Source: an optimization exercise on an open RTL-to-GDS flow (aim: small area, a short achievable clock period and few clock cycles per item). Production flows keep margins and buffers that such runs may drop.
In this exercise RTL edits were held to simulation tests only and were not proved equivalent to the original.
No activity file was given, so power comes from the tool's default toggle rates.

// mult32x32
module mult32x32 (
    input logic clk,             
    input logic reset,           
    input logic start,           
    input logic [31:0] a,        
    input logic [31:0] b,        
    output logic busy,           
    output logic [63:0] product  
);
clock: 12.0 ns
lec_check: 0
cap_margin: 20
core_margin: 2
core_utilization: 40
slew_margin: 20
synth_hierarchical: 1
synth_minimum_keep_size: 0
tns_end_percent: 30
standard.sh (not shown) runs the stock make flow with config.mk's settings and CLKGATE_MAP_FILE= SYNTH_SCRIPT=/design/flow/synth_recipe.tcl, a recipe that flattens the netlist after the stock synthesis.
==> flow/flow/run.sh <==
#!/bin/bash
# Standard ORFS layout, with a plain buffer on each port and a tighter
# setup target for repair_timing.
set -euo pipefail
export BUFFER_PORTS_ARGS="-buffer_cell sky130_fd_sc_hd__buf_2"
export SETUP_SLACK_MARGIN=5.5
bash standard.sh > standard.log 2>&1
Testbench counts at the start, summed over its fixed seeds: cycles 3,200, items 3,200.
Change:
CTS_BUF_LIST = sky130_fd_sc_hd__clkbuf_4 sky130_fd_sc_hd__clkbuf_8   (was not set)
TNS_END_PERCENT = not set   (was 30)
Effect: Combinational power stays flat. Via count stays flat. Global-route usage hardly moves. Final area goes down by 0.53%. Sequential power is about the same.
Change:
PLACE_DENSITY = 0.8   (was not set)
=> Via count grows by 2.6%. Maximum frequency shrinks by 0.42%. Final cell count grows by 0.31%.


== v1 ==
Starting RTL as in the previous note.
## mult32x32
module mult32x32 (
    input logic clk,             
    input logic reset,           
    input logic start,           
    input logic [31:0] a,        
    input logic [31:0] b,        
    output logic busy,           
    output logic [63:0] product  
);
logic upd_prod;
mult32x32_arith arith(.clk(clk),
                      .reset(reset),
                      .a(a),
                      .b(b),
                      .upd_prod(upd_prod),
                      .product(product));
mult32x32_fsm fsm(.start(start),
                  .busy(busy),
                  .upd_prod(upd_prod));
endmodule
Settings: LEC_CHECK=0, CAP_MARGIN=20, CORE_MARGIN=2, CORE_UTILIZATION=40, SLEW_MARGIN=20, SYNTH_HIERARCHICAL=1, SYNTH_MINIMUM_KEEP_SIZE=0; clock period 12.0 ns.
==> flow/flow/run.sh <==
#!/bin/bash
# Standard ORFS layout, with a plain buffer on each port and a tighter
# setup target for repair_timing.
set -euo pipefail
export BUFFER_PORTS_ARGS="-buffer_cell sky130_fd_sc_hd__buf_2"
export SETUP_SLACK_MARGIN=5.75
bash standard.sh > standard.log 2>&1
Per the final summary, v1 finished and its layout is clean on timing, DRC and antenna.
Testbench counts of v1, summed over its fixed seeds: cycles 3,200, items 3,200.
#### Input delta (v6 over v1)
-- flow/flow/run.sh --
<<< v1, line 6
export SETUP_SLACK_MARGIN=5.75
>>> v6, line 6
export SETUP_SLACK_MARGIN=5.5
### Flow results
Area added between synthesis and finish: v6 < v1. Sort v1 and v6 by total number of cells along the worst setup path, descending, and v6 comes first. Power density over the cells in v6 is about 2.2% higher than in v1. v6 -> v1: number of H-tree levels flat. Summary of v6 over v1: clock network latency to the later pin of the worst-skew pair was more or less identical; netlist area before placement essentially unchanged; share of total power consumed by net switching higher; post-layout total power fell by 3.3%; non-clock buffer count has decreased. Side by side, final worst setup slack turned out lower in v6 than in v1.
Modified inputs, v15 compared to v6
-- flow/flow/run.sh --
<<< v6, line 5
export BUFFER_PORTS_ARGS="-buffer_cell sky130_fd_sc_hd__buf_2"
>>> v15, line 5
export BUFFER_PORTS_ARGS="-buffer_cell sky130_fd_sc_hd__buf_4"
Notes after the runs:
Compared with v6, v15 degrades total length of routed wires. v6 → v15: worst setup slack down 0.039 ns; first-iteration DRC count down 231; maximum operating frequency down 0.60%; die boundary height flat. v6 reports its worst setup path endpoint as arith.carry_q[33] while v15 reports arith.carry_q[29].
Input-level comparison between v36 and v15:
-- flow/flow/run.sh --
<<< v15, line 5
export BUFFER_PORTS_ARGS="-buffer_cell sky130_fd_sc_hd__buf_4"
>>> v36, line 5
export BUFFER_PORTS_ARGS="-buffer_cell sky130_fd_sc_hd__buf_1"
==> comparison <==
Wire length of the first global-routing pass delta (v15 -> v36): insignificant
v36 against v15: share of synthesized area spent on multiplexers saw little to no change, final area saw an increase, via count increased 90, average wire per standard cell decreased by 0.48 µm relative to the old numbers.
Post-placement cell count grows slightly when moving from v15 to v36.
Inputs modified between v36 and v52:
-- flow/flow/run.sh --
<<< v36, line 5
export BUFFER_PORTS_ARGS="-buffer_cell sky130_fd_sc_hd__buf_1"
export SETUP_SLACK_MARGIN=5.5
>>> v52, line 5
export BUFFER_PORTS_ARGS="-buffer_cell sky130_fd_sc_hd__buf_2"
export SETUP_SLACK_MARGIN=5.25
Notes after the runs:
From v36 to v52 the numbers moved as follows: routed length on met2 increased 3.0%, global-route wire length before repair increased 1500 µm, cell count after placement decreased 18.


## harbor
mult32x32, a different RTL version from the one above (not shown whole).
Size: about 2800 cells after synthesis, about 130 flip-flops, ~130 I/O pins, about 28000 um^2 of cells after synthesis.
Settings: LEC_CHECK=0, CAP_MARGIN=20, CORE_MARGIN=2, CORE_UTILIZATION=40, SLEW_MARGIN=20, SYNTH_HIERARCHICAL=1, SYNTH_MINIMUM_KEEP_SIZE=0; clock period 12.0 ns.
==> flow/flow/run.sh <==
#!/bin/bash
# Standard ORFS layout, with a plain buffer on each port and a tighter
# setup target for repair_timing.
set -euo pipefail
export BUFFER_PORTS_ARGS="-buffer_cell sky130_fd_sc_hd__buf_2"
export SETUP_SLACK_MARGIN=6.5
bash standard.sh > standard.log 2>&1
Every stage of the flow completed for harbor, and the final layout passed the timing, DRC and antenna checks.
Testbench counts of harbor, summed over its fixed seeds: cycles 3,200, items 3,200.
### harbor -> onyx
diff --git a/flow/flow/run.sh b/flow/flow/run.sh
--- a/flow/flow/run.sh
+++ b/flow/flow/run.sh
@@ -5,3 +5,3 @@
 export BUFFER_PORTS_ARGS="-buffer_cell sky130_fd_sc_hd__buf_2"
-export SETUP_SLACK_MARGIN=6.5
+export SETUP_SLACK_MARGIN=6.0
 bash standard.sh > standard.log 2>&1
==> run summary <==
Placed cell count of harbor is on par with onyx. [compare] base=harbor new=onyx: internal power lost 0.00084 W; number of setup buffers added after CTS went down. | power drawn by the sequential cells | onyx vs harbor | ≈ equal |. Compared with harbor, in onyx fraction of area in registers rose 1.1 points; synthesized area about even; wire length on met2 fell 4200 um; net switching power fell 11%. | critical path depth | onyx vs harbor | 5 higher |. [compare] base=harbor new=onyx: buffers plus inverters on the worst setup path now larger, placed standard-cell area went down by 1.1%. arith.carry_q[36] as the destination of the critical timing path was reported by onyx, and arith.carry_q[35] by harbor.
Input-level comparison between zinc and onyx:
# onyx
export LEC_CHECK = 0
export CAP_MARGIN = 20
export CORE_MARGIN = 2
export CORE_UTILIZATION = 40
export SLEW_MARGIN = 20
export SYNTH_HIERARCHICAL = 1
export SYNTH_MINIMUM_KEEP_SIZE = 0
create_clock -name core_clock -period 12.0 [get_ports {clk}]
# zinc
export LEC_CHECK = 0
export CAP_MARGIN = 20
export CORE_MARGIN = 2
export CORE_UTILIZATION = 60
export SLEW_MARGIN = 20
export SYNTH_HIERARCHICAL = 1
export SYNTH_MINIMUM_KEEP_SIZE = 0
create_clock -name core_clock -period 12.0 [get_ports {clk}]
diff --git a/flow/flow/run.sh b/flow/flow/run.sh
--- a/flow/flow/run.sh
+++ b/flow/flow/run.sh
@@ -5,3 +5,3 @@
 export BUFFER_PORTS_ARGS="-buffer_cell sky130_fd_sc_hd__buf_2"
-export SETUP_SLACK_MARGIN=6.0
+export SETUP_SLACK_MARGIN=5
 bash standard.sh > standard.log 2>&1
Findings:
- Pin count of the biggest net entering global routing, zinc and onyx: higher on zinc
- Re non-clock buffer count: zinc is 98 down on onyx.
- Max power consumed by sequential cells across zinc and onyx: onyx
- The total power after layout of zinc was inferior to that of onyx.
- A top layer reached by signal wires of met5 is what onyx shows, while met4 belongs to zinc.
- zinc against onyx: area after synthesis neither gained nor lost much; fraction of area in registers picked up an extra 1.7 points; ratio of final minimum period to clock period picked up an extra 7.4 points; post-layout minimum cycle time picked up an extra 0.89 ns; depth of the worst register-to-register path lost 1.
The inputs of pepper differ from those of zinc as listed below.
# zinc
export LEC_CHECK = 0
export CAP_MARGIN = 20
export CORE_MARGIN = 2
export CORE_UTILIZATION = 60
export SLEW_MARGIN = 20
export SYNTH_HIERARCHICAL = 1
export SYNTH_MINIMUM_KEEP_SIZE = 0
create_clock -name core_clock -period 12.0 [get_ports {clk}]
# pepper
export LEC_CHECK = 0
export CAP_MARGIN = 20
export CORE_MARGIN = 2
export CORE_UTILIZATION = 40
export SLEW_MARGIN = 20
export SYNTH_HIERARCHICAL = 1
export SYNTH_MINIMUM_KEEP_SIZE = 0
create_clock -name core_clock -period 12.0 [get_ports {clk}]
diff --git a/flow/flow/run.sh b/flow/flow/run.sh
--- a/flow/flow/run.sh
+++ b/flow/flow/run.sh
@@ -5,3 +5,3 @@
 export BUFFER_PORTS_ARGS="-buffer_cell sky130_fd_sc_hd__buf_2"
-export SETUP_SLACK_MARGIN=5
+export SETUP_SLACK_MARGIN=5.5
 bash standard.sh > standard.log 2>&1
==> run summary <==
Delta (pepper minus zinc): wire length of the first global-routing pass rose by 6.4%; utilization decreased by 19 points relative to the old numbers; maximum clock rate grew by 12 MHz. Worst setup slack (pepper over zinc): increase, 0.53 ns. Taking zinc as the reference, in pepper synthesis-to-finish area growth now larger, count of buffers not belonging to the clock network in the layout moved up, number of standard-cell rows in the floorplan climbed 17.
#### Input delta (juniper over pepper)
# pepper
export LEC_CHECK = 0
export CAP_MARGIN = 20
export CORE_MARGIN = 2
export CORE_UTILIZATION = 40
export SLEW_MARGIN = 20
export SYNTH_HIERARCHICAL = 1
export SYNTH_MINIMUM_KEEP_SIZE = 0
create_clock -name core_clock -period 12.0 [get_ports {clk}]
# juniper
export LEC_CHECK = 0
export CAP_MARGIN = 20
export CORE_MARGIN = 2
export CORE_UTILIZATION = 40
export SETUP_SLACK_MARGIN = 5
export SLEW_MARGIN = 20
export SYNTH_HIERARCHICAL = 1
export SYNTH_MINIMUM_KEEP_SIZE = 0
create_clock -name core_clock -period 12.0 [get_ports {clk}]
==> flow/run.sh (new file) <==
#!/bin/bash
# synth_recipe.tcl (not shown) runs the flow's synth.tcl, then flattens the netlist and writes it again
# the make line also repeats each setting of config.mk as NAME=value (left out here)
make -C /OpenROAD-flow-scripts/flow DESIGN_CONFIG=/design/flow/config.mk WORK_HOME=/design/flow/orfs CLKGATE_MAP_FILE= SYNTH_SCRIPT=/design/flow/synth_recipe.tcl finish
removed: flow/flow/run.sh
removed: flow/standard.sh
==> run summary <==
- On routed wire length, juniper does better than pepper.
- juniper against pepper: violation count after the first detailed-route iteration up 7.6%; total power went up.
- Sort juniper and pepper by depth of the critical timing path with buffers and inverters included desc -> top: pepper
- The total cell area at the placement stage in juniper sits 2.5% above the value recorded for pepper.
- Per the comparison of juniper with pepper, global-route usage fell 0.15 points, clock sink count did not really move, met2 usage now sits higher, combinational fraction of design power increased 0.4 points.


Starting RTL as in the previous note.
Design mult32x32, start of the top module:
module mult32x32 (
    input logic clk,             
    input logic reset,           
    input logic start,           
    input logic [31:0] a,        
    input logic [31:0] b,        
    output logic busy,           
    output logic [63:0] product  
);
clock: 12.0 ns
lec_check: 0
abc_area: 1
cap_margin: 20
core_margin: 2
core_utilization: 40
setup_slack_margin: 5
slew_margin: 20
synth_hierarchical: 1
synth_minimum_keep_size: 0
run.sh (not shown) runs the stock make flow with config.mk's settings and CLKGATE_MAP_FILE= SYNTH_SCRIPT=/design/flow/synth_recipe.tcl, a recipe that flattens the netlist after the stock synthesis.
Stock flow here: none of the scripts above is used.
Testbench counts at the start, summed over its fixed seeds: cycles 3,200, items 3,200.
Edit:
- ABC_AREA: 1 -> default
- SETUP_SLACK_MARGIN: 5 -> default
Effect: The new run finished with timing, DRC and antenna clean; worst setup slack got worse by 570 ps; first-iteration DRC count came out lower by 2.0%; clock power came out higher by 11%; via count came out lower by 8.6%.
Edit:
==> flow/flow/run.sh (new file) <==
#!/bin/bash
# Standard ORFS layout, with a plain buffer on each port and a tighter
# setup target for repair_timing.
set -euo pipefail
export BUFFER_PORTS_ARGS="-buffer_cell sky130_fd_sc_hd__buf_2"
export SETUP_SLACK_MARGIN=5.5
bash standard.sh > standard.log 2>&1
==> flow/standard.sh (new file) <==
#!/bin/bash
# synth_recipe.tcl (not shown) runs the flow's synth.tcl, then flattens the netlist and writes it again
# the make line also repeats each setting of config.mk as NAME=value (left out here)
make -C /OpenROAD-flow-scripts/flow DESIGN_CONFIG=/design/flow/config.mk WORK_HOME=/design/flow/orfs CLKGATE_MAP_FILE= SYNTH_SCRIPT=/design/flow/synth_recipe.tcl "${@:-finish}"
- CORE_UTILIZATION: 40 -> 50
removed: flow/run.sh
Final cell count drops by 4.6%.
Worst setup slack improved by 1000 ps.
Register-to-register slack improved by 380 ps.
Sequential power hardly moves.
Non-clock buffer count climbs by 7.
Flip-flop and latch count stays the same.
Die area drops by 20%.
Power drops by 1.6%.
Hold slack got worse by 540 ps.
Count of clock-buffer cells in the layout is unchanged.
Edit:
- CORE_UTILIZATION: 50 -> 40
- CTS_CLUSTER_DIAMETER: default -> 100
- CTS_CLUSTER_SIZE: default -> 40
The changed run passed the timing, DRC and antenna checks.
Cell area hardly moves.
Count of clock-buffer cells in the layout rises by 1.
Routed wire length goes up by 1.7%.
Via count rose by 0.75%.
Edit:
--- a/flow/flow/run.sh
+++ b/flow/flow/run.sh
@@ -5,3 +5,3 @@
 export BUFFER_PORTS_ARGS="-buffer_cell sky130_fd_sc_hd__buf_2"
-export SETUP_SLACK_MARGIN=5.5
+export SETUP_SLACK_MARGIN=5
 bash standard.sh > standard.log 2>&1
- CTS_CLUSTER_DIAMETER: 100 -> default
- CTS_CLUSTER_SIZE: 40 -> default
Outcome: Cell area came out lower by a few percent. Wire length fell by a few percent. Die area stays the same. Synthesized area stays the same. Worst setup slack loses 420 ps. Sequential cell count does not change. Worst hold slack is worse by 19 ps. Combinational power shrinks slightly. Clock skew does not change.
Edit:
--- a/flow/flow/run.sh
+++ b/flow/flow/run.sh
@@ -5,3 +5,3 @@
 export BUFFER_PORTS_ARGS="-buffer_cell sky130_fd_sc_hd__buf_2"
-export SETUP_SLACK_MARGIN=5
+export SETUP_SLACK_MARGIN=5.5
 bash standard.sh > standard.log 2>&1
- ABC_CLOCK_PERIOD_IN_PS: default -> 2000
Outcome: Clock skew stays the same. Wire length came out higher by about 3.7%. First-iteration DRC count came out lower by about 12%. Power came out higher by 1.1%. Worst setup slack gains 420 ps. Via count came out higher by 1.9%. Utilization came out higher by 1.4 points. Final area came out higher by 3.3%. Flip-flop and latch count stays the same. Sequential power hardly moves. Synthesized area stays the same.


## middle
mult32x32 with an RTL version that a note above also has.
Size in the first run: ~2500 cells after synthesis, about 130 flip-flops, ~130 I/O pins, ~27000 um^2 of cells after synthesis.
clock: 12.0 ns
lec_check: 0
cap_margin: 20
core_margin: 2
core_utilization: 40
gpl_routability_driven: 0
slew_margin: 20
synth_hierarchical: 1
synth_minimum_keep_size: 0
standard.sh (not shown) runs the stock make flow with config.mk's settings and CLKGATE_MAP_FILE= SYNTH_SCRIPT=/design/flow/synth_recipe.tcl, a recipe that flattens the netlist after the stock synthesis.
==> flow/flow/run.sh <==
#!/bin/bash
# Standard ORFS layout, with a plain buffer on each port and a tighter
# setup target for repair_timing.
set -euo pipefail
export BUFFER_PORTS_ARGS="-buffer_cell sky130_fd_sc_hd__buf_2"
export SETUP_SLACK_MARGIN=5.5
bash standard.sh > standard.log 2>&1
Per the final summary, middle finished and its layout is clean on timing, DRC and antenna.
Testbench counts of middle, summed over its fixed seeds: cycles 3,200, items 3,200.
diff inputs: middle => east
# middle
export LEC_CHECK = 0
export CAP_MARGIN = 20
export CORE_MARGIN = 2
export CORE_UTILIZATION = 40
export GPL_ROUTABILITY_DRIVEN = 0
export SLEW_MARGIN = 20
export SYNTH_HIERARCHICAL = 1
export SYNTH_MINIMUM_KEEP_SIZE = 0
create_clock -name core_clock -period 12.0 [get_ports {clk}]
# east
export LEC_CHECK = 0
export CAP_MARGIN = 20
export CORE_MARGIN = 2
export CORE_UTILIZATION = 40
export CTS_BUF_LIST = sky130_fd_sc_hd__clkbuf_4 sky130_fd_sc_hd__clkbuf_8
export SLEW_MARGIN = 20
export SYNTH_HIERARCHICAL = 1
export SYNTH_MINIMUM_KEEP_SIZE = 0
create_clock -name core_clock -period 12.0 [get_ports {clk}]
--- a/flow/flow/run.sh
+++ b/flow/flow/run.sh
@@ -6 +6 @@
-export SETUP_SLACK_MARGIN=5.5
+export SETUP_SLACK_MARGIN=5.6
[summary]
- Reported leakage power delta for east relative to middle: about 0.54% lower
- Lower proportion of power drawn by combinational gates was reported by middle, not east.
- As far as share of synthesized area spent on multiplexers goes, east and middle are indistinguishable; the numbers are identical.
- The lower biggest cell delay along the critical path came out of east.

## re-timing with driven ports
The flow's constraints put no driver on any port. The routed layouts listed below were extracted and timed again, unchanged, in two steps. Step 1 (the two cells are an assumption about what drives the block):
set clk [get_ports {clk}]
set_driving_cell -lib_cell sky130_fd_sc_hd__clkbuf_16 $clk
set_driving_cell -lib_cell sky130_fd_sc_hd__buf_2 [delete_from_list [all_inputs] $clk]
Step 2 times the ports against the registers' clock, not the clock port: input delays grow and output delays shrink by t, the midpoint of the rising clock arrivals with the driver on. Slacks: ideal ports / drivers / drivers and shift; pairs: ideal ports / drivers.
run | shift t [ns] | setup WS [ns] | hold slack, ns | worst register clock-pin slew, ns | pins driven straight from the clock port
the first run of note 1 | 0.503 | 5.557 / 5.572 / 5.081 | 1.205 / 1.205 / 1.205 | 0.07 / 0.07 | 1
the second run of note 1 | 0.545 | 5.563 / 5.592 / 5.047 | 1.215 / 1.215 / 1.215 | 0.10 / 0.10 | 1
the third run of note 1 | 0.559 | 5.536 / 5.543 / 4.984 | 1.201 / 1.201 / 1.201 | 0.09 / 0.09 | 1
v1 | 0.502 | 5.777 / 5.775 / 5.303 | 1.215 / 1.215 / 1.215 | 0.07 / 0.07 | 1
v6 | 0.497 | 5.576 / 5.553 / 5.105 | 1.209 / 1.209 / 1.209 | 0.07 / 0.07 | 1
v15 | 0.503 | 5.537 / 5.556 / 5.053 | 1.263 / 1.263 / 1.263 | 0.08 / 0.08 | 1
v36 | 0.491 | 5.528 / 5.562 / 5.070 | 1.241 / 1.241 / 1.241 | 0.07 / 0.07 | 1
v52 | 0.528 | 5.394 / 5.382 / 4.868 | 1.247 / 1.247 / 1.247 | 0.07 / 0.07 | 1
harbor | 0.494 | 5.854 / 5.873 / 5.378 | 0.825 / 0.825 / 0.825 | 0.07 / 0.07 | 1
onyx | 0.514 | 5.897 / 5.896 / 5.383 | 0.831 / 0.831 / 0.831 | 0.07 / 0.07 | 1
zinc | 0.490 | 5.004 / 5.045 / 4.555 | 1.083 / 1.083 / 1.083 | 0.07 / 0.07 | 1
pepper | 0.497 | 5.529 / 5.555 / 5.058 | 0.837 / 0.837 / 0.837 | 0.07 / 0.07 | 1
juniper | 0.496 | 5.073 / 5.095 / 4.599 | 1.285 / 1.285 / 1.285 | 0.07 / 0.07 | 1
the first run of note 4 | 0.521 | 5.102 / 5.147 / 4.626 | 0.654 / 0.654 / 0.654 | 0.07 / 0.07 | 1
the second run of note 4 | 0.498 | 4.534 / 4.560 / 4.061 | 1.300 / 1.300 / 1.300 | 0.07 / 0.07 | 1
the third run of note 4 | 0.501 | 5.544 / 5.582 / 5.081 | 0.760 / 0.760 / 0.760 | 0.06 / 0.06 | 1
the fourth run of note 4 | 0.497 | 5.529 / 5.555 / 5.058 | 0.837 / 0.837 / 0.837 | 0.07 / 0.07 | 1
the fifth run of note 4 | 0.504 | 5.106 / 5.142 / 4.638 | 0.819 / 0.819 / 0.819 | 0.06 / 0.06 | 1
the sixth run of note 4 | 0.497 | 5.529 / 5.555 / 5.058 | 0.837 / 0.837 / 0.837 | 0.07 / 0.07 | 1
middle | 0.504 | 5.577 / 5.614 / 5.110 | 1.199 / 1.199 / 1.199 | 0.06 / 0.06 | 1
east | 0.536 | 5.650 / 5.680 / 5.144 | 1.212 / 1.212 / 1.212 | 0.10 / 0.10 | 1
After both steps setup and hold are still met in every run listed. For the third run of note 1, which loses most, drivers alone change the setup slack by +0.007 ns; drivers and shift together by -0.552 ns.
